Background: an optimization exercise with open tools, aiming at small area and a short achievable clock period. Do not read the settings as production practice. No run shown here included a check of the RTL's function; only the layout flow was run. No activity file was given, so power comes from the tool's default toggle rates.

<file path="flow/run.sh">
#!/bin/bash
# synth_recipe.tcl (not shown) runs the flow's synth.tcl, then flattens the netlist and writes it again
# the make line also repeats each setting of config.mk as NAME=value (left out here)
make -C /OpenROAD-flow-scripts/flow DESIGN_CONFIG=/design/flow/config.mk WORK_HOME=/design/flow/orfs CLKGATE_MAP_FILE= SYNTH_SCRIPT=/design/flow/synth_recipe.tcl finish
</file>
<file path="flow/design.v">
`timescale 1ns / 1ps
module radix3_fft(
    input clk,
    input rst,
    input in_valid,
    input [31:0] a_re,
    input [31:0] a_img,
    input [31:0] b_re,
    input [31:0] b_img,
    input [31:0] c_re,
    input [31:0] c_img,
    output out_valid,
    output [31:0] ao_re,
    output [31:0] ao_img,
    output [31:0] bo_re,
    output [31:0] bo_img,
    output [31:0] co_re,
    output [31:0] co_img
    );
parameter [5:0] R1 = 6'b011111;     
parameter [5:0] R2 = 6'b011111;     
parameter [4:0] RM = 5'b10111;      
parameter [5:0] R3 = 6'b011111;     
parameter H1 = 0;                   
parameter H3 = 1;                   
function integer cnt;
    input [31:0] x;
    integer i;
    begin
        cnt = 0;
        for (i = 0; i < 32; i = i + 1) cnt = cnt + x[i];
    end
endfunction
localparam L1 = cnt(R1);
localparam L2 = cnt(R2);
localparam LM = cnt(RM);
localparam L3 = cnt(R3);
localparam LMID = (L2 > LM) ? L2 : LM;
localparam LAT = L1 + LMID + L3;
reg [LAT-1:0] v;
always @(posedge clk) begin
    if (rst)
        v <= {LAT{1'b0}};
    else
        v <= {v[LAT-2:0], in_valid};
end
assign out_valid = v[LAT-1];
wire [31:0] s_re, s_img, d_re, d_img, a1_re, a1_img;
r3_pair #(.R(R1), .HEAVY(H1)) P1R (.clk(clk), .x(b_re),  .y(c_re),  .zp(s_re),  .zm(d_re));
r3_pair #(.R(R1), .HEAVY(H1)) P1I (.clk(clk), .x(b_img), .y(c_img), .zp(s_img), .zm(d_img));
generate
    if (L1 > 0) begin : gDA
        r3_pipe #(.W(64), .N(L1)) DA (.clk(clk), .d({a_re, a_img}), .q({a1_re, a1_img}));
    end else begin : nDA
        assign {a1_re, a1_img} = {a_re, a_img};
    end
endgenerate
wire [31:0] ao2_re, ao2_img, p_re, p_img, m_re, m_img;
wire [31:0] ao3_re, ao3_img, p3_re, p3_img, m3_re, m3_img;
r3_st2 #(.R(R2)) S2R (.clk(clk), .a(a1_re),  .s(s_re),  .ao(ao2_re),  .p(p_re));
r3_st2 #(.R(R2)) S2I (.clk(clk), .a(a1_img), .s(s_img), .ao(ao2_img), .p(p_img));
r3_mul #(.R(RM)) MR (.clk(clk), .d(d_re),  .m(m_re));
r3_mul #(.R(RM)) MI (.clk(clk), .d(d_img), .m(m_img));
generate
    if (LMID - L2 > 0) begin : gDP
        r3_pipe #(.W(128), .N(LMID - L2)) DP (.clk(clk), .d({ao2_re, ao2_img, p_re, p_img}), .q({ao3_re, ao3_img, p3_re, p3_img}));
    end else begin : nDP
        assign {ao3_re, ao3_img, p3_re, p3_img} = {ao2_re, ao2_img, p_re, p_img};
    end
endgenerate
generate
    if (LMID - LM > 0) begin : gDM
        r3_pipe #(.W(64), .N(LMID - LM)) DM (.clk(clk), .d({m_re, m_img}), .q({m3_re, m3_img}));
    end else begin : nDM
        assign {m3_re, m3_img} = {m_re, m_img};
    end
endgenerate
r3_pair #(.R(R3), .HEAVY(H3)) P3R (.clk(clk), .x(p3_re),  .y(m3_img), .zp(co_re),  .zm(bo_re));
r3_pair #(.R(R3), .HEAVY(H3)) P3I (.clk(clk), .x(p3_img), .y(m3_re),  .zp(bo_img), .zm(co_img));
generate
    if (L3 > 0) begin : gDAO
        r3_pipe #(.W(64), .N(L3)) DAO (.clk(clk), .d({ao3_re, ao3_img}), .q({ao_re, ao_img}));
    end else begin : nDAO
        assign {ao_re, ao_img} = {ao3_re, ao3_img};
    end
endgenerate
endmodule
module r3_pipe #(parameter W = 32, parameter N = 1) (
    input clk,
    input [W-1:0] d,
    output [W-1:0] q
    );
generate
    if (N == 0) begin : g_wire
        assign q = d;
    end else begin : g_reg
        reg [W-1:0] r [0:N-1];
        integer i;
        always @(posedge clk) begin
            r[0] <= d;
            for (i = 1; i < N; i = i + 1) r[i] <= r[i-1];
        end
        assign q = r[N-1];
    end
endgenerate
endmodule
module r3_cut #(parameter W = 32, parameter EN = 1) (
    input clk,
    input [W-1:0] d,
    output [W-1:0] q
    );
generate
    if (EN) begin : g_reg
        reg [W-1:0] r;
        always @(posedge clk) r <= d;
        assign q = r;
    end else begin : g_wire
        assign q = d;
    end
endgenerate
endmodule
module r3_fin #(parameter [2:0] R = 0, parameter ONE = 0) (
    input clk,
    input [23:0] la,
    input [23:0] sa,
    input [23:0] ls_in,
    input [23:0] ss_in,
    input [7:0] ea,
    input [7:0] es_in,
    input same,
    input sgn,
    input sgnd,
    output [31:0] zp,
    output [31:0] zm
    );
wire [23:0] ls = ONE ? la : ls_in;
wire [23:0] ss = ONE ? sa : ss_in;
wire [7:0] es = ONE ? ea : es_in;
wire [24:0] sum = {1'b0, la} + {1'b0, sa};
wire [23:0] dif = ls - ss;
wire [24:0] sum_d; wire [23:0] dif_d; wire [7:0] ea_d, es_d; wire same_d, sgn_d, sgnd_d;
generate
    if (R[0]) begin : gC0
        reg [25+24+8+8+3-1:0] r;
        always @(posedge clk) r <= {sum, dif, ea, es, same, sgn, sgnd};
        assign {sum_d, dif_d, ea_d, es_d, same_d, sgn_d, sgnd_d} = r;
    end else begin : nC0
        assign {sum_d, dif_d, ea_d, es_d, same_d, sgn_d, sgnd_d} = {sum, dif, ea, es, same, sgn, sgnd};
    end
endgenerate
wire [23:0] dn1; wire [4:0] lz; wire zero;
assign zero = ~|dif_d;
wire z16 = ~|dif_d[23:8];
wire [23:0] n1 = z16 ? {dif_d[7:0], 16'd0} : dif_d;
wire z8 = ~|n1[23:16];
assign dn1 = z8 ? {n1[15:0], 8'd0} : n1;
wire [31:0] lv = {dif_d, 8'hff};
wire [15:0] a1; wire [15:0] c1;
wire [7:0] a2; wire [15:0] c2;
wire [3:0] a3; wire [11:0] c3;
wire [1:0] a4; wire [7:0] c4;
genvar i;
generate
    for (i = 0; i < 16; i = i + 1) begin : g1
        assign a1[i] = ~lv[2*i+1] & ~lv[2*i];
        assign c1[i] = ~lv[2*i+1];
    end
    for (i = 0; i < 8; i = i + 1) begin : g2
        assign a2[i] = a1[2*i+1] & a1[2*i];
        assign c2[2*i+1:2*i] = a1[2*i+1] ? {1'b1, c1[2*i]} : {1'b0, c1[2*i+1]};
    end
    for (i = 0; i < 4; i = i + 1) begin : g3
        assign a3[i] = a2[2*i+1] & a2[2*i];
        assign c3[3*i+2:3*i] = a2[2*i+1] ? {1'b1, c2[4*i+1:4*i]} : {1'b0, c2[4*i+3:4*i+2]};
    end
    for (i = 0; i < 2; i = i + 1) begin : g4
        assign a4[i] = a3[2*i+1] & a3[2*i];
        assign c4[4*i+3:4*i] = a3[2*i+1] ? {1'b1, c3[6*i+2:6*i]} : {1'b0, c3[6*i+5:6*i+3]};
    end
endgenerate
wire [4:0] lzt = a4[1] ? {1'b1, c4[3:0]} : {1'b0, c4[7:4]};
assign lz = zero ? 5'd0 : lzt;
wire [31:0] rs = {sgn_d, sum_d[24] ? ea_d + 8'd1 : ea_d, sum_d[24] ? sum_d[23:1] : sum_d[22:0]};
wire [23:0] dn1_e; wire [31:0] rs_e; wire [7:0] es_e; wire [4:0] lz_e; wire same_e, sgnd_e;
generate
    if (R[1]) begin : gC1
        reg [24+32+8+5+2-1:0] r;
        always @(posedge clk) r <= {dn1, rs, es_d, lz, same_d, sgnd_d};
        assign {dn1_e, rs_e, es_e, lz_e, same_e, sgnd_e} = r;
    end else begin : nC1
        assign {dn1_e, rs_e, es_e, lz_e, same_e, sgnd_e} = {dn1, rs, es_d, lz, same_d, sgnd_d};
    end
endgenerate
wire [23:0] dn; wire [7:0] en;
wire z4 = ~|dn1_e[23:20];
wire [23:0] n3 = z4 ? {dn1_e[19:0], 4'd0} : dn1_e;
wire z2 = ~|n3[23:22];
wire [23:0] n4 = z2 ? {n3[21:0], 2'd0} : n3;
wire z1 = ~n4[23];
assign dn = z1 ? {n4[22:0], 1'b0} : n4;
assign en = es_e - {3'd0, lz_e};
wire [31:0] rd = {sgnd_e, en, dn[22:0]};
wire [31:0] zp_e = same_e ? rs_e : rd;
wire [31:0] zm_e = same_e ? rd : rs_e;
generate
    if (R[2]) begin : gC2
        reg [64-1:0] r;
        always @(posedge clk) r <= {zp_e, zm_e};
        assign {zp, zm} = r;
    end else begin : nC2
        assign {zp, zm} = {zp_e, zm_e};
    end
endgenerate
endmodule
module r3_pair #(parameter [5:0] R = 0, parameter HEAVY = 0) (
    input clk,
    input [31:0] x,
    input [31:0] y,
    output [31:0] zp,
    output [31:0] zm
    );
wire [31:0] xi, yi;
generate
    if (R[5]) begin : gC5
        reg [64-1:0] r;
        always @(posedge clk) r <= {x, y};
        assign {xi, yi} = r;
    end else begin : nC5
        assign {xi, yi} = {x, y};
    end
endgenerate
wire [7:0] xe = xi[30:23], ye = yi[30:23];
wire xbig = xi[30:0] >= yi[30:0];
wire [7:0] dxy = xe - ye;
wire [7:0] dyx = ye - xe;
wire zxy = (|dxy[7:5]) | (dxy[4] & dxy[3]);
wire zyx = (|dyx[7:5]) | (dyx[4] & dyx[3]);
wire same_a = ~(xi[31] ^ yi[31]);
wire sgn_a = xi[31];
wire [22:0] xf_b, yf_b; wire [4:0] sh; wire [7:0] ea;
wire xbig_b, shz, same_b, sgn_b;
generate
    if (HEAVY) begin : g_heavy
        if (R[0]) begin : gC0
        reg [23+23+5+8+4-1:0] r;
        always @(posedge clk) r <= {xi[22:0], yi[22:0], xbig ? dxy[4:0] : dyx[4:0], xbig ? xe : ye,
                xbig, xbig ? zxy : zyx, same_a, sgn_a};
        assign {xf_b, yf_b, sh, ea, xbig_b, shz, same_b, sgn_b} = r;
    end else begin : nC0
        assign {xf_b, yf_b, sh, ea, xbig_b, shz, same_b, sgn_b} = {xi[22:0], yi[22:0], xbig ? dxy[4:0] : dyx[4:0], xbig ? xe : ye,
                xbig, xbig ? zxy : zyx, same_a, sgn_a};
    end
    end else begin : g_light
        wire [7:0] xe_b, ye_b; wire [4:0] dxy_b, dyx_b; wire zxy_b, zyx_b;
        if (R[0]) begin : gC0
        reg [23+23+8+8+5+5+5-1:0] r;
        always @(posedge clk) r <= {xi[22:0], yi[22:0], xe, ye, dxy[4:0], dyx[4:0], xbig, zxy, zyx, same_a, sgn_a};
        assign {xf_b, yf_b, xe_b, ye_b, dxy_b, dyx_b, xbig_b, zxy_b, zyx_b, same_b, sgn_b} = r;
    end else begin : nC0
        assign {xf_b, yf_b, xe_b, ye_b, dxy_b, dyx_b, xbig_b, zxy_b, zyx_b, same_b, sgn_b} = {xi[22:0], yi[22:0], xe, ye, dxy[4:0], dyx[4:0], xbig, zxy, zyx, same_a, sgn_a};
    end
        assign sh = xbig_b ? dxy_b : dyx_b;
        assign shz = xbig_b ? zxy_b : zyx_b;
        assign ea = xbig_b ? xe_b : ye_b;
    end
endgenerate
wire sgnd_b = sgn_b ^ ~xbig_b;
wire [22:0] lf = xbig_b ? xf_b : yf_b;
wire [22:0] sf = xbig_b ? yf_b : xf_b;
wire [23:0] sm = shz ? 24'd0 : ({1'b1, sf} >> sh);
wire [22:0] lf_c; wire [23:0] sm_c; wire same_c, sgn_c, sgnd_c; wire [7:0] e_c;
generate
    if (R[1]) begin : gC1
        reg [23+24+3+8-1:0] r;
        always @(posedge clk) r <= {lf, sm, same_b, sgn_b, sgnd_b, ea};
        assign {lf_c, sm_c, same_c, sgn_c, sgnd_c, e_c} = r;
    end else begin : nC1
        assign {lf_c, sm_c, same_c, sgn_c, sgnd_c, e_c} = {lf, sm, same_b, sgn_b, sgnd_b, ea};
    end
endgenerate
r3_fin #(.R(R[4:2]), .ONE(1)) F (.clk(clk), .la({1'b1, lf_c}), .sa(sm_c), .ls_in(24'd0), .ss_in(24'd0),
    .ea(e_c), .es_in(8'd0), .same(same_c), .sgn(sgn_c), .sgnd(sgnd_c), .zp(zp), .zm(zm));
endmodule
module r3_st2 #(parameter [5:0] R = 0) (
    input clk,
    input [31:0] a,
    input [31:0] s,
    output [31:0] ao,
    output [31:0] p
    );
wire [31:0] ai, si;
generate
    if (R[5]) begin : gC5
        reg [64-1:0] r;
        always @(posedge clk) r <= {a, s};
        assign {ai, si} = r;
    end else begin : nC5
        assign {ai, si} = {a, s};
    end
endgenerate
wire sa = ai[31];
wire same = ~(ai[31] ^ si[31]);
wire [7:0] ea = ai[30:23];
wire [7:0] es = si[30:23];
wire [22:0] fa = ai[22:0];
wire [22:0] fs = si[22:0];
wire [8:0] t9 = {1'b0, ea} - {1'b0, es};
wire tneg = t9[8];                  
wire [7:0] d0 = t9[7:0];            
wire [7:0] n1 = es + ~ea;           
wire [7:0] es1 = es - 8'd1;
wire esz = ~|es;
wire w = esz & ea[7];
wire mp1 = tneg | w;                
wire [7:0] sg = mp1 ? n1 : d0;
wire zd0 = (|d0[7:5]) | (d0[4] & d0[3]);
wire zn1 = (|n1[7:5]) | (n1[4] & n1[3]);
wire sgz = mp1 ? zn1 : zd0;
wire feq0 = ~|d0;                   
wire feq1 = ~|n1;                   
wire fge = fa >= fs;
wire [7:0] e0 = tneg ? es : ea;
wire [7:0] e1 = (tneg | esz) ? es1 : ea;
wire [22:0] fa_b, fs_b; wire [4:0] sg_b; wire [7:0] e0_b, e1_b;
wire sgz_b, mp1_b, w_b, esz_b, feq0_b, feq1_b, fge_b, same_b, sa_b;
generate
    if (R[0]) begin : gC0
        reg [23+23+5+8+8+9-1:0] r;
        always @(posedge clk) r <= {fa, fs, sg[4:0], e0, e1, sgz, mp1, w, esz, feq0, feq1, fge, same, sa};
        assign {fa_b, fs_b, sg_b, e0_b, e1_b, sgz_b, mp1_b, w_b, esz_b, feq0_b, feq1_b, fge_b, same_b, sa_b} = r;
    end else begin : nC0
        assign {fa_b, fs_b, sg_b, e0_b, e1_b, sgz_b, mp1_b, w_b, esz_b, feq0_b, feq1_b, fge_b, same_b, sa_b} = {fa, fs, sg[4:0], e0, e1, sgz, mp1, w, esz, feq0, feq1, fge, same, sa};
    end
endgenerate
wire abig0_b = mp1_b ? w_b : ~(feq0_b & ~fge_b);
wire abig1_b = mp1_b ? (feq1_b & fge_b) : ~esz_b;
wire [3:0] sel0_b = mp1_b ? (w_b ? 4'b0000 : 4'b0100) : (abig0_b ? 4'b1000 : 4'b0010);
wire [3:0] sel1_b = mp1_b ? (abig1_b ? 4'b0001 : 4'b1000) : (esz_b ? 4'b0000 : 4'b0100);
wire [3:0] selA = same_b ? sel0_b : sel1_b;
wire [3:0] selS = same_b ? sel1_b : sel0_b;
wire abigA = same_b ? abig0_b : abig1_b;
wire abigS = same_b ? abig1_b : abig0_b;
wire [7:0] eA = same_b ? e0_b : e1_b;
wire [7:0] eS = same_b ? e1_b : e0_b;
wire sgnd = sa_b ^ ~abigS;
wire [23:0] ma = {1'b1, fa_b};
wire [23:0] ms = {1'b1, fs_b};
wire [23:0] xs = mp1_b ? ma : ms;
wire [23:0] base = sgz_b ? 24'd0 : (xs >> sg_b);
wire [23:0] base1 = {1'b0, base[23:1]};
wire [23:0] smA = ({24{selA[3]}} & base) | ({24{selA[2]}} & base1) |
                  ({24{selA[1]}} & ma) | ({24{selA[0]}} & ms);
wire [23:0] smS = ({24{selS[3]}} & base) | ({24{selS[2]}} & base1) |
                  ({24{selS[1]}} & ma) | ({24{selS[0]}} & ms);
wire [22:0] lfA = abigA ? fa_b : fs_b;
wire [22:0] lfS = abigS ? fa_b : fs_b;
wire [22:0] lfA_c, lfS_c; wire [23:0] smA_c, smS_c; wire [7:0] eA_c, eS_c; wire same_c, sa_c, sgnd_c;
generate
    if (R[1]) begin : gC1
        reg [2*(23+24+8)+3-1:0] r;
        always @(posedge clk) r <= {lfA, smA, eA, lfS, smS, eS, same_b, sa_b, sgnd};
        assign {lfA_c, smA_c, eA_c, lfS_c, smS_c, eS_c, same_c, sa_c, sgnd_c} = r;
    end else begin : nC1
        assign {lfA_c, smA_c, eA_c, lfS_c, smS_c, eS_c, same_c, sa_c, sgnd_c} = {lfA, smA, eA, lfS, smS, eS, same_b, sa_b, sgnd};
    end
endgenerate
r3_fin #(.R(R[4:2])) F (.clk(clk), .la({1'b1, lfA_c}), .sa(smA_c), .ls_in({1'b1, lfS_c}), .ss_in(smS_c),
    .ea(eA_c), .es_in(eS_c), .same(same_c), .sgn(sa_c), .sgnd(sgnd_c), .zp(ao), .zm(p));
endmodule
module r3_mul #(parameter [4:0] R = 0) (
    input clk,
    input [31:0] d,
    output [31:0] m
    );
wire [31:0] di;
generate
    if (R[3]) begin : gC3
        reg [32-1:0] r;
        always @(posedge clk) r <= d;
        assign di = r;
    end else begin : nC3
        assign di = d;
    end
endgenerate
wire [23:0] mm = {1'b1, di[22:0]};
wire [24:0] t = {1'b0, mm} + {2'b0, mm[23:1]};
wire [23:0] u = mm - {4'd0, mm[23:4]};
wire [7:0] e = di[30:23];
wire ez_a = (e == 8'd0);
wire byp1_a = (e == 8'd1) | ((e == 8'd255) & t[24]);
wire byp2_a = (e[7:1] == 7'd1) | (e[7:1] == 7'd2);    
wire [22:0] f_b; wire c1; wire [23:0] u_b; wire [7:0] e_b; wire sd_b, ez, byp1, byp2;
generate
    if (R[0]) begin : gC0
        reg [23+1+24+8+1+3-1:0] r;
        always @(posedge clk) r <= {di[22:0], t[24], u, e, di[31], ez_a, byp1_a, byp2_a};
        assign {f_b, c1, u_b, e_b, sd_b, ez, byp1, byp2} = r;
    end else begin : nC0
        assign {f_b, c1, u_b, e_b, sd_b, ez, byp1, byp2} = {di[22:0], t[24], u, e, di[31], ez_a, byp1_a, byp2_a};
    end
endgenerate
wire u23 = u_b[23];
wire byp = byp1 | byp2;
wire nrm = ~byp & ~ez;
wire [23:0] m_b = {1'b1, f_b};
wire [24:0] o1 = {1'b0, byp1 ? u_b : m_b};
wire [24:0] o2 = nrm ? {2'd0, m_b[23:1]} : (byp1 & ~u23) ? {1'b0, u_b} : 25'd0;
wire [24:0] o3 = nrm ? {3'd0, u_b[23:3], 1'b0} : ez ? {2'd0, u_b[23:1]} : 25'd0;
wire cin = nrm & ~c1 & u_b[2];
wire sh = nrm & c1;
wire [7:0] e1 = byp2 ? e_b + 8'd250 :
                byp1 ? (e_b[1] ? 8'd252 : 8'd254) + {7'd0, u23} :
                ez   ? 8'd255 : e_b + {7'd0, c1};
wire sg = byp2 ? sd_b : ~sd_b;
wire [24:0] cs_s = o1 ^ o2 ^ o3;
wire [24:0] cs_c = (o1 & o2) | (o1 & o3) | (o2 & o3);
wire [24:0] cs_s_c, cs_c_c; wire cin_c, sh_c, sg_c; wire [7:0] e1_c;
generate
    if (R[1]) begin : gC1
        reg [25+25+3+8-1:0] r;
        always @(posedge clk) r <= {cs_s, cs_c, cin, sh, sg, e1};
        assign {cs_s_c, cs_c_c, cin_c, sh_c, sg_c, e1_c} = r;
    end else begin : nC1
        assign {cs_s_c, cs_c_c, cin_c, sh_c, sg_c, e1_c} = {cs_s, cs_c, cin, sh, sg, e1};
    end
endgenerate
wire [25:0] w = {1'b0, cs_s_c} + {cs_c_c, cin_c};
wire [25:0] w_d; wire sh_d, sg_d; wire [7:0] e1_d;
generate
    if (R[4]) begin : gC4
        reg [26+2+8-1:0] r;
        always @(posedge clk) r <= {w, sh_c, sg_c, e1_c};
        assign {w_d, sh_d, sg_d, e1_d} = r;
    end else begin : nC4
        assign {w_d, sh_d, sg_d, e1_d} = {w, sh_c, sg_c, e1_c};
    end
endgenerate
wire [7:0] e0_d = e1_d - 8'd1;
wire [24:0] h = sh_d ? w_d[25:1] : w_d[24:0];
wire [31:0] m_e = {sg_d, h[24] ? e1_d : e0_d, h[24] ? h[23:1] : h[22:0]};
generate
    if (R[2]) begin : gC2
        reg [32-1:0] r;
        always @(posedge clk) r <= m_e;
        assign m = r;
    end else begin : nC2
        assign m = m_e;
    end
endgenerate
endmodule
</file>
<file path="flow/constraint.sdc">
create_clock -name core_clock -period 5.0 [get_ports {clk}]
set_input_delay 1.0000 -clock core_clock [delete_from_list [all_inputs] [get_ports {clk}]]
set_output_delay 1.0000 -clock core_clock [all_outputs]
set_load 0.01 [all_outputs]
</file>
<file path="flow/config.mk">
export PLATFORM = sky130hd
export DESIGN_NAME = radix3_fft
export DESIGN_NICKNAME = radix3_fft
export VERILOG_FILES = /design/flow/design.v
export SDC_FILE = /design/flow/constraint.sdc
export NUM_CORES = 8
export LEC_CHECK = 0
export CAP_MARGIN = 20
export CORE_MARGIN = 2
export CORE_UTILIZATION = 55
export CTS_BUF_LIST = sky130_fd_sc_hd__clkbuf_8
export CTS_CLUSTER_DIAMETER = 60
export CTS_CLUSTER_SIZE = 16
export PLACE_DENSITY = 0.7
export SETUP_SLACK_MARGIN = 2.5
export SLEW_MARGIN = 20
export SYNTH_HIERARCHICAL = 1
</file>
==> results.yml, run 1 <==
sta:
  fin_crit_sh: 0.533
  slew_headroom: 0.246
  finalSetupTns_ns: 0
  clock.fmax_ghz: 0.375
  finalSetupViolCount: 0
  rsz0062_at_grt: "yes"
  fin_worst_skew_ns: 0.0620
  hold_viol: 0
  period_minus_slack_ns: 2.66
  slew_violations: 0
  max_slew.worst_pin.slew_ns: 1.13
clocking:
  cts_hold_buf: 0
  cts-htree-levels: 4
  clockBufferDepth: 3
  clock-root-buffer: "clkbuf_8"
  cts_made_buffers: 238
  clock-sinks: 3163
  cts_tree: "done"
  clk_latency_ns: 1.09
  clk_pin_slew_worst_paths_ns: 0.10
pwr:
  power.internal_w: 0.0613
  p_comb_frac: 0.456
  power_per_cell_area_nw_per_um2: 720
  seq_power_share: 0.417
  p_clk_frac: 0.127
  sw_frac_of_total: 0.409
  irDropWorstVdd_mv: 0.406
  p_leak_nw: 60.3
  finalPower_w: 0.104
  switching_power_w: 0.0425
route:
  drc: 0
  drtPass1Iterations: 6
  ant_nets: 0
  via_per_inst: 5.71
  drt_iter0_markers: 6507
  dr_total_vias: 91400
  wl_per_cell_microns: 21.2
  wl_mm: 339
yosys:
  yosys_warnings: 17
  synth.avg_cell_area_sq_um: 10.4
  syn_area_sq_um: 129000
  syn-instance-count: 12400
global_route:
  met3_usage: 0.0345
  grt_util_met2: 0.452
  grt_max_degree: 65
  grt_busiest_layer: "met2"
  grt.overflow.total: 0
  antenna_found_initial: 14
  grt_usage: 0.272
  grtUsageMet1: 0.367
  grt_pass1_vias: 88800
  grt_pass1_wl_mm: 513
setup_path:
  end_kind: "flip-flop"
  worstPathMaxFanout: 7
  crit_type: "reg2reg"
  arrival_ns: 3.66
  worstPathRequired_ns: 5.99
  startpoint_type: "flip-flop"
placement:
  port_buffers: 387
  hpwlAfterDp_mm: 257
  place_congestion: 0.951
cells_and_area:
  multi_input_area_sq_um: 63200
  area_growth_pct: 11.7
  fin_util: 0.618
  seq_area_sq_um: 63700
  fin_nets: 13700
  drive_gt1_frac: 0.181
  fillCellCount: 19200
flow_run:
  cap_viol_max_count: 0
floorplanning:
  rows: 177
  io_pins: 388
  coreArea_sq_um: 233000
  die_h_microns: 488
  die_w_microns: 488
  dieArea_sq_um: 238000
  start_util: 0.554
hold_path:
  hp-class: "reg2reg"
run_status:
  outcome: "finished clean"
==> sequential cells by signal, indices dropped and copies added, names as in the netlist, 71 cells and up <==
name               count
gDA.DA.g_reg.r       320
gDAO.DAO.g_reg.r     320
S2I.gC1.r            113
S2R.gC1.r            113
P1I.g_light.gC0.r     76
P1R.g_light.gC0.r     76
S2I.gC0.r             76
S2R.gC0.r             76
P1I.F.gC1.r           71
P1R.F.gC1.r           71
P3I.F.gC1.r           71
P3R.F.gC1.r           71
S2I.F.gC1.r           71
S2R.F.gC1.r           71
==> power by group through the flow <==
stage	clock network, W	logic, W	registers [W]
finish	0.0132	0.0474	0.0433
global route	0.0144	0.0516	0.0442
CTS	0.0135	0.0447	0.0430
detailed placement	0	0.0430	0.0434
global placement	0	0.0425	0.0432
floorplan	0	0.0316	0.0397
==> path summary, 6_finish.rpt <==
path | start | endpoint | slack, ns | cells past startpoint
setup reg to reg | gDM.DM.g_reg.r[0][2] | P3R.g_heavy.gC0.r[14] | 2.34 | 10
hold reg to reg | MI.gC1.r[8] | MI.gC4.r[8] | 0.30 | 0
hold / removal | MI.gC1.r[8] | MI.gC4.r[8] | 0.30 | 0
setup / recovery | gDM.DM.g_reg.r[0][2] | P3R.g_heavy.gC0.r[14] | 2.34 | 10
==> stage by stage <==
stage	cells	cell area, sq um	setup slack (ns)	hold slack, ns
detailed placement	15500	135000	1.64	0.312
CTS	15900	141000	2.34	0.241
finish	16000	144000	2.34	0.301
floorplan	12400	129000	2.51	0.310
global route	16000	144000	2.30	0.266
global placement	15500	135000	1.66	0.309
==> layout by cell type, fill, tap and decap left out, types with 98 or more instances in the layout <==
master,n
nor3_1,158
dfxtp_1,2923
mux4_2,98
nand2b_1,102
nor2b_1,124
buf_4,206
nor2_1,848
xor2_1,133
ha_1,590
dfxtp_2,222
a31oi_1,102
a22oi_1,188
a21oi_1,677
nand3_1,178
xnor2_1,327
clkdlybuf4s50_1,194
inv_1,795
nand2_1,739
a21o_1,168
mux2_2,591
mux2i_1,485
o21ai_0,430
clkbuf_8,250
o221ai_1,109
buf_6,134
==> per-layer routing <==
metal | routed length (microns) | share of wire
met1 | 152000 | 0.45
met2 | 157000 | 0.46
met3 | 17700 | 0.052
met4 | 11700 | 0.034
met5 | 40 | 0.00012
==> timing repair <==
action                                  4_1_cts  5_1_grt
buffers inserted                             90       85
pin swaps                                    72      132
endpoints found under the setup margin      853      653
hold endpoints to repair                      0        0
gates cloned                                 12        4
resized for setup                          1292      526
==> layout make-up <==
cell class | instances | share of cell area
Clock buffer | 250 | 0.0239
Clock inverter | 76 | 0.00578
Sequential cell | 3163 | 0.442
Timing Repair inverter | 1 | 0.0000521
Timing Repair Buffer | 641 | 0.0414
Multi-Input combinational cell | 7921 | 0.439
Tap cell | 3132 | 0.0272
Antenna cell | 3 | 0.0000521
Inverter | 810 | 0.0213
==> critical path: stages, from the launching register on <==
cell       delay [ns]
dfxtp_2          0.34
inv_1            0.07
ha_4             0.25
a21oi_2          0.13
a21oi_1          0.09
o31ai_2          0.28
o211ai_1         0.29
a2111oi_4        0.51
buf_6            0.21
mux2i_2          0.24
xor2_1           0.16
==> run 2: changes to the inputs <==
--- a/flow/config.mk
+++ b/flow/config.mk
@@ -7,7 +7,7 @@
 export LEC_CHECK = 0
 export CAP_MARGIN = 20
 export CORE_MARGIN = 2
-export CORE_UTILIZATION = 55
+export CORE_UTILIZATION = 40
 export CTS_BUF_LIST = sky130_fd_sc_hd__clkbuf_8
 export CTS_CLUSTER_DIAMETER = 60
 export CTS_CLUSTER_SIZE = 16
==> run 2 against run 1 <==
Die area grew 37%. Final area grew 1.4%. Highest routed layer is now met4. Power is 0.13% higher. Largest power group unchanged. Fmax up 4.7%. Sequential share of layout area down 0.63 points. Still clean on timing, DRC and antenna. Synthesized cell count stayed put. Combinational power decreased by 4%.
==> results.yml, run 2 <==
clocking:
  cts-htree-levels: 5
  clock-sinks: 3163
  cts_tree: "done"
  clk_pin_slew_worst_paths_ns: 0.09
  clockBufferDepth: 4
  clk_latency_ns: 1.06
  cts_made_buffers: 278
  clock-root-buffer: "clkbuf_8"
cells_and_area:
  area_growth_pct: 13.3
  multi_input_area_sq_um: 62700
  reg_top3: "gDA.DA.g_reg.r (320), gDAO.DAO.g_reg.r (320)"
  fin_nets: 13800
  mostFrequentLayoutCell: "dfxtp_1"
  layout.cells.non_filler: 17200
  fillCellCount: 30000
  drive_gt1_frac: 0.180
  final_cell_mix: "dfxtp_1 (2,937), nor2_1 (853), inv_1 (798), nand2_1 (743), a21oi_1 (691)"
  seq_area_sq_um: 63700
floorplanning:
  coreArea_sq_um: 321000
  dieArea_sq_um: 327000
  rows: 208
  die_w_microns: 572
  die_h_microns: 572
  start_util: 0.402
  io_pins: 388
setup_path:
  critPathSlowestCell: "a2111oi_4"
  path_depth: 10
  r2r-end: "P3R.g_heavy.gC0.r[15]"
  end_kind: "flip-flop"
  startpoint_type: "flip-flop"
  worstPathRequired_ns: 5.97
  cp-endpoint: "P3R.g_heavy.gC0.r[15]"
  r2r_slack_ns: 2.46
  cp_top_family: "compound AO/OA/AOI/OAI gates"
  reg2regPathDepth: 10
  worstPathMaxFanout: 6
  critPathLaunch: "S2R.F.gC2.r[2]"
  crit_type: "reg2reg"
  arrival_ns: 3.51
  r2r-start: "S2R.F.gC2.r[2]"
  cp_num_buf_inv: 2
  slowest_delay_ns: 0.43
  cp_cell_sequence: "ha_4 > a21oi_4 > a21oi_2 > o31ai_2 > o211ai_1 > a2111oi_4 > buf_6 > buf_12 > mux2i_4 > xnor2_1"
sta:
  finalSetupViolCount: 0
  max_slew.worst_pin.slew_ns: 1.19
  slew_violations: 0
  slew_headroom: 0.209
  clock.fmax_ghz: 0.393
  fin_worst_skew_ns: 0.0663
  finalSetupTns_ns: 0
  rsz0062_at_grt: "yes"
  period_minus_slack_ns: 2.54
  setup_ws_ns: 2.46
  fin_crit_sh: 0.509
  hold_viol: 0
route:
  ant_nets: 0
  wl_met1_mm: 146
  wl_per_cell_microns: 18.2
  top_layer_used: "met4"
  met2_length_mm: 141
  wl_mm: 314
  via_per_inst: 5.19
  drtPass1Iterations: 6
  met3_length_mm: 17.2
  drc: 0
  drt_iter0_markers: 7160
  dr_total_vias: 89500
global_route:
  grt_max_degree: 65
  grt.overflow.total: 0
  antenna_found_initial: 16
  grt_pass1_vias: 85800
  grt_pass1_wl_mm: 486
  grt_usage: 0.185
run_status:
  outcome: "finished clean"
placement:
  port_buffers: 387
  place_congestion: 0.946
  placedCellCount: 16700
  pre_cts_slack_ns: 1.69
  hpwlAfterDp_mm: 236
pwr:
  p_leak_nw: 60.7
  irDropWorstVdd_mv: 0.385
  power_per_cell_area_nw_per_um2: 711
yosys:
  syn_area_sq_um: 129000
  synth.avg_cell_area_sq_um: 10.4
  syn-instance-count: 12400
  yosys_warnings: 17
hold_path:
  hold_path.startpoint: "P1I.gC1.r[1]"
  min_path_cells: 0
  hp-class: "reg2reg"
flow_run:
  cap_viol_max_count: 0
-- run 2: power by group --
group / switching [W] / leakage (nW) / internal (W)
clock: 0.00894 / 2.78 / 0.00627
combinational: 0.0251 / 31.3 / 0.0205
sequential: 0.00766 / 26.6 / 0.0354
total: 0.0417 / 60.7 / 0.0622
-- run 2: how the worst min path moves through the flow --
stage,end
2_1_floorplan,MI.gC0.r[3]
3_3_place_gp,gDAO.DAO.g_reg.r[0][9]
3_5_place_dp,P3I.F.gC1.r[1]
4_1_cts,gDA.DA.g_reg.r[0][42]
5_1_grt,gDM.DM.g_reg.r[0][44]
6_report,P1I.F.gC0.r[12]
-- run 2: stage by stage --
step	total power, W	util	hold slack (ns)	area, sq um
floorplan	0.0713	-	0.310	129000
global placement	0.0849	0.425	0.310	136000
detailed placement	0.0854	0.425	0.312	136000
CTS	0.102	0.447	0.247	143000
global route	0.111	0.455	0.312	146000
finish	0.104	0.455	0.302	146000
-- run 2: area by class of cell --
| type | count | area share |
|---|---|---|
| Antenna cell | 7 | 0.000120 |
| Clock buffer | 295 | 0.0278 |
| Clock inverter | 122 | 0.00935 |
| Inverter | 810 | 0.0210 |
| Multi-Input combinational cell | 7920 | 0.429 |
| Sequential cell | 3163 | 0.436 |
| Tap cell | 4305 | 0.0369 |
| Timing Repair Buffer | 620 | 0.0401 |
-- run 2: routing by layer --
| metal | global-route usage | up-vias |
|---|---|---|
| li1 | - | 44300 |
| met5 | 0 | - |
| met1 | 0.253 | 41900 |
| met4 | 0.0656 | 0 |
| met3 | 0.0261 | 608 |
| met2 | 0.296 | 2645 |
-- run 2: repair_timing --
action	in CTS	in global routing
hold buffers	0	0
setup endpoints to repair	739	628
buffers inserted	83	67
pin swaps	53	147
gates cloned	9	5
resized for setup	1219	507
-- run 2: worst reg2reg max path, cell delays in order, from the launching register on --
cell and delay (ns):
dfxtp_1 0.41, ha_4 0.25, a21oi_4 0.15, a21oi_2 0.07
o31ai_2 0.25, o211ai_1 0.27, a2111oi_4 0.43, buf_6 0.18
buf_12 0.12, mux2i_4 0.21, xnor2_1 0.12

-- what the ideal ports hide --
The flow's constraints put no driver on any port. The routed layouts listed below were extracted and timed again, unchanged, in two steps.
Step 1: set_driving_cell puts a clkbuf_16 on clk and a buf_2 on each other input, an assumption about the parent block.
Step 2, shift: input delay + t, output delay - t, t = (earliest + latest rising clock arrival at the registers) / 2. This alone moves slack from input paths to output paths.
a / b / c = ideal / step 1 / step 2; a / b = the first two.
run | t, ns | setup WS [ns] | worst setup path at the end | latest minus earliest clock arrival (ns) | worst data-port slew with drivers (ns)
run 1 | 1.151 | 2.336 / 2.336 / 1.654 | input to register | 0.067 / 0.067 | 0.08
run 2 | 1.115 | 2.456 / 2.375 / 1.732 | input to register | 0.079 / 0.079 | 0.08
After both steps setup and hold are still met in every run listed. For run 2, which loses most, drivers alone change the setup slack by -0.081 ns; drivers and shift together by -0.724 ns.
